From an optimization exercise on the open Yosys and OpenROAD flow, aimed at small area; shortcuts taken in it are not production practice. The RTL of this run was laid out without a check of its function. Power is estimated from default activity; no workload was simulated.

--- flow/config.mk ---
export PLATFORM = sky130hd
export DESIGN_NAME = tree
export DESIGN_NICKNAME = tree
export VERILOG_FILES = /design/flow/design.v
export SDC_FILE = /design/flow/constraint.sdc
export NUM_CORES = 4
export LEC_CHECK = 0
export CAP_MARGIN = 20
export CORE_AREA = 10 10 550 310
export DIE_AREA = 0 0 560 320
export SETUP_SLACK_MARGIN = 0.2
export SLEW_MARGIN = 20
export SYNTH_HIERARCHICAL = 1
--- flow/constraint.sdc ---
create_clock -name core_clock -period 2.0 [get_ports {clk}]
set_input_delay 0.4000 -clock core_clock [delete_from_list [all_inputs] [get_ports {clk}]]
set_output_delay 0.4000 -clock core_clock [all_outputs]
set_load 0.01 [all_outputs]
--- flow/design.v ---
module tree#(parameter NUM = 128, LEN = 16, LEVEL = $clog2(NUM) )(
    input  clk,
    input  [NUM*LEN-1:0] in,
    output [LEN-1:0] sum
    );
    localparam G   = 16;              
    localparam NG  = NUM / G;         
    localparam LAT = LEVEL;           
    wire [NG*LEN-1:0] gres;
    genvar g;
    for (g = 0; g < NG; g = g + 1) begin : g_grp
        prio_sel #(.N(G), .LEN(LEN)) u_sel (.in(in[g*G*LEN +: G*LEN]), .out(gres[g*LEN +: LEN]));
    end
    reg [NG*LEN-1:0] r1;
    always @(posedge clk)
        r1 <= gres;
    localparam NH = NG / 2;
    wire [2*LEN-1:0] hres;
    prio_sel #(.N(NH), .LEN(LEN)) u_lo (.in(r1[0 +: NH*LEN]), .out(hres[0 +: LEN]));
    prio_sel #(.N(NH), .LEN(LEN)) u_hi (.in(r1[NH*LEN +: NH*LEN]), .out(hres[LEN +: LEN]));
    reg [2*LEN-1:0] r2;
    always @(posedge clk)
        r2 <= hres;
    wire [LEN-1:0] res = r2[0] ? r2[0 +: LEN] : r2[LEN +: LEN];
    reg [(LAT-2)*LEN-1:0] pipe;
    always @(posedge clk)
        pipe <= {pipe[(LAT-3)*LEN-1:0], res};
    assign sum = pipe[(LAT-2)*LEN-1 -: LEN];
endmodule
module prio_sel#(parameter N = 16, LEN = 16)(
    input  [N*LEN-1:0] in,
    output [LEN-1:0]   out
    );
    localparam NT = (N + 2) / 3;      
    wire [N-1:0] f;
    wire [N-1:0] p;                   
    genvar i, b;
    for (i = 0; i < N; i = i + 1) begin : g_flag
        assign f[i] = in[i*LEN];
    end
    onehot #(.N(N)) u_oh (.f(f), .p(p));
    or_tree #(.N(N)) u_any (.x(f), .y(out[0]));
    for (b = 1; b < LEN; b = b + 1) begin : g_bit
        wire [N-1:0] w;
        wire [NT-1:0] t;              
        for (i = 0; i < N; i = i + 1) begin : g_w
            assign w[i] = in[i*LEN+b];
        end
        for (i = 0; i < NT; i = i + 1) begin : g_t
            if (3*i+2 < N) begin : g_3
                aoi222 u_ao (.a0(p[3*i]), .b0(w[3*i]), .a1(p[3*i+1]), .b1(w[3*i+1]),
                             .a2(p[3*i+2]), .b2(w[3*i+2]), .y(t[i]));
            end else if (3*i+1 < N) begin : g_2
                aoi22 u_ao (.a0(p[3*i]), .b0(w[3*i]), .a1(p[3*i+1]), .b1(w[3*i+1]), .y(t[i]));
            end else begin : g_1
                nand2 u_ao (.a(p[3*i]), .b(w[3*i]), .y(t[i]));
            end
        end
        nand_tree #(.N(NT)) u_or (.x(t), .y(out[b]));
    end
endmodule
module onehot#(parameter N = 16)(
    input  [N-1:0] f,
    output [N-1:0] p
    );
    wire [N-1:0] e;                   
    genvar i;
    for (i = 1; i < N; i = i + 1) begin : g_e
        assign e[i] = ~|f[i-1:0];
    end
    assign p[0] = f[0];
    for (i = 1; i < N-1; i = i + 1) begin : g_p
        and2 u_p (.a(f[i]), .b(e[i]), .y(p[i]));
    end
    assign p[N-1] = e[N-1];
endmodule
module or_tree#(parameter N = 16)(
    input  [N-1:0] x,
    output         y
    );
    assign y = |x;
endmodule
module nand_tree#(parameter N = 6)(
    input  [N-1:0] x,
    output         y
    );
    assign y = ~&x;
endmodule
module aoi222(
    input a0, b0, a1, b1, a2, b2,
    output y
    );
    assign y = ~((a0 & b0) | (a1 & b1) | (a2 & b2));
endmodule
module aoi22(
    input a0, b0, a1, b1,
    output y
    );
    assign y = ~((a0 & b0) | (a1 & b1));
endmodule
module nand2(
    input a, b,
    output y
    );
    assign y = ~(a & b);
endmodule
module and2(
    input a, b,
    output y
    );
    assign y = a & b;
endmodule
--- flow/flow/run.sh ---
#!/bin/bash
# The standard layout, except that
# - the port buffers buffer_ports inserts during placement are the smallest
#   buffer (buf_1) instead of the one it picks itself,
# - the pin placer puts the data pins on the top and bottom edges only (met2),
#   one routing track apart, so that the 2065 ports fit along a smaller die,
# - and the clock pin sits alone on the left edge (flow/io.tcl).
set -euo pipefail
export BUFFER_PORTS_ARGS="-inputs -outputs -buffer_cell sky130_fd_sc_hd__buf_1"
export PLACE_PINS_ARGS="-min_distance 1 -min_distance_in_tracks -exclude left:* -exclude right:*"
export IO_CONSTRAINTS="$PWD/flow/io.tcl"
bash standard.sh finish > standard_flow.log 2>&1
--- flow/flow/io.tcl ---
# The clock pin alone on the left edge (met3), away from the densely packed
# data pins on the top and bottom edges.
place_pin -pin_name clk -layer met3 -location {0.4 160.14} -pin_size {0.8 0.3} -force_to_die_boundary
--- flow/standard.sh ---
#!/bin/bash
# synth_recipe.tcl (not shown) runs the flow's synth.tcl, then flattens the netlist and writes it again
# the make line also repeats each setting of config.mk as NAME=value (left out here)
make -C /OpenROAD-flow-scripts/flow DESIGN_CONFIG=/design/flow/config.mk WORK_HOME=/design/flow/orfs CLKGATE_MAP_FILE= SYNTH_SCRIPT=/design/flow/synth_recipe.tcl "${@:-finish}"
==> notes.md <==
==> power by group through the flow <==
| stage | clock network [mW] | registers, mW | logic, mW |
|---|---|---|---|
| after floorplan | 0 | 5.45 | 0.779 |
| after global placement | 0 | 5.78 | 3.74 |
| after CTS | 6.27 | 5.67 | 4.15 |
| after detailed placement | 0 | 5.77 | 3.72 |
==> modules after synthesis, one instance, submodules excluded, a selection <==
module	cells inside	cell area (um^2)	flip-flops and latches
aoi222	1	10.01	0
nand2	1	3.754	0
and2	1	6.256	0
tree	274	5165	240
==> per-layer routing <==
metal  track usage [%]  overflow
met4             33.35         1
met3             17.47         0
met2             43.44         3
met5             4.439         0
met1             35.59         0
==> worst max path at each step <==
stage	slack, ns	to	depth (start not counted)	start
2_1_floorplan	0.21	r1[100]	8	in[1536]
3_3_place_gp	-1.12	r1[51]	11	in[768]
3_5_place_dp	-1.13	r1[51]	11	in[768]
4_1_cts	0.06	r1[63]	9	in[768]
==> kinds of logic after synthesis <==
family,count (synthesis)
and+or+nand+nor,719
AOI/OAI and AO/OA,630
buffers and inverters,72
DFF,240
muxes,15
==> timing repair <==
item                       in CTS
pin swaps                      45
gates resized for setup        75
hold buffers                  227
hold endpoints to repair       78
setup endpoints to repair      51
setup buffers                  15
==> stage by stage <==
stage / power (mW) / area, um^2 / setup WS (ns) / hold slack [ns] / instances
after floorplan: 6.229 / 16330 / 0.2093 / 0.3096 / 1676
after CTS: 16.08 / 35100 / 0.06281 / 0.0004520 / 6683
after global placement: 9.528 / 31460 / -1.118 / 0.3121 / 6381
after detailed placement: 9.488 / 31480 / -1.134 / 0.3121 / 6385
==> impl_metrics.csv <==
group,metric,value,unit
synthesis,synth_compound_area_share,38.77,%
placed_design,dp_hpwl,252.6,mm
synthesis,synth_warnings,7,
synthesis,synth-edff-count,0,
synthesis,yosysTopAreaCell,"a222oi_1",
floorplan,ios,2064,
synthesis,syn_inst,1676,
global_routing,grt_max_degree,19,
synthesis,synth_fp_nets,3725,
synthesis,avgSynthCellArea,9.705,um^2
floorplan,die_y,320,um
clock_network,cts_sinks,240,
synthesis,async_flop_share,0,%
global_routing,grt_pass1_wl,389.6,mm
synthesis,syn_area,16270,um^2
global_routing,grt_pass1_vias,38406,
global_routing,grt_usage,32.75,%
placed_design,io_buffers,2064,
synthesis,yosys.area_share.simple,27.75,%
placed_design,gp_congestion,1.148,
synthesis,synth_fa_ha_area_share,0,%
synthesis,synth_xor_area_share,0,%
synthesis,synthMuxAreaShare,1.246,%
synthesis,ys_seq_area_share,29.54,%
synthesis,ys_ff_latch,240,
floorplan,start_util,10.17,%
run_status,stop_stage,"global routing (5_1_grt)",
synthesis,yosysMostFrequentCell,"a222oi_1",
run_status,outcome,"did not finish",
synthesis,synth_top_cell_area_share,38.77,%
clock_network,cts_buffers,30,
synthesis,synth_top_cells_by_count,"a222oi_1 (630), dfxtp_1 (240), nand2_1 (180)",
synthesis,ys_types,25,
clock_network,cts_root_buf,"clkbuf_16",
synthesis,synth-main-ff-cell,"dfxtp_1",
run_status,tool.error,"[ERROR GRT-0116] Global routing finished with congestion. Check the congestion regions in the DRC Viewer.",
synthesis,synthTopCellsByArea,"a222oi_1 (39%), dfxtp_1 (30%), and4_1 (6.5%)",
global_routing,grt-ovfl-total,4,
clock_network,htreeDepth,1,
floorplan,die_w,560,um
floorplan,num_rows,109,
synthesis,synth_top_family_by_area,"compound AO/OA/AOI/OAI gates",
clock_network,cts.path.max_buffers,3,
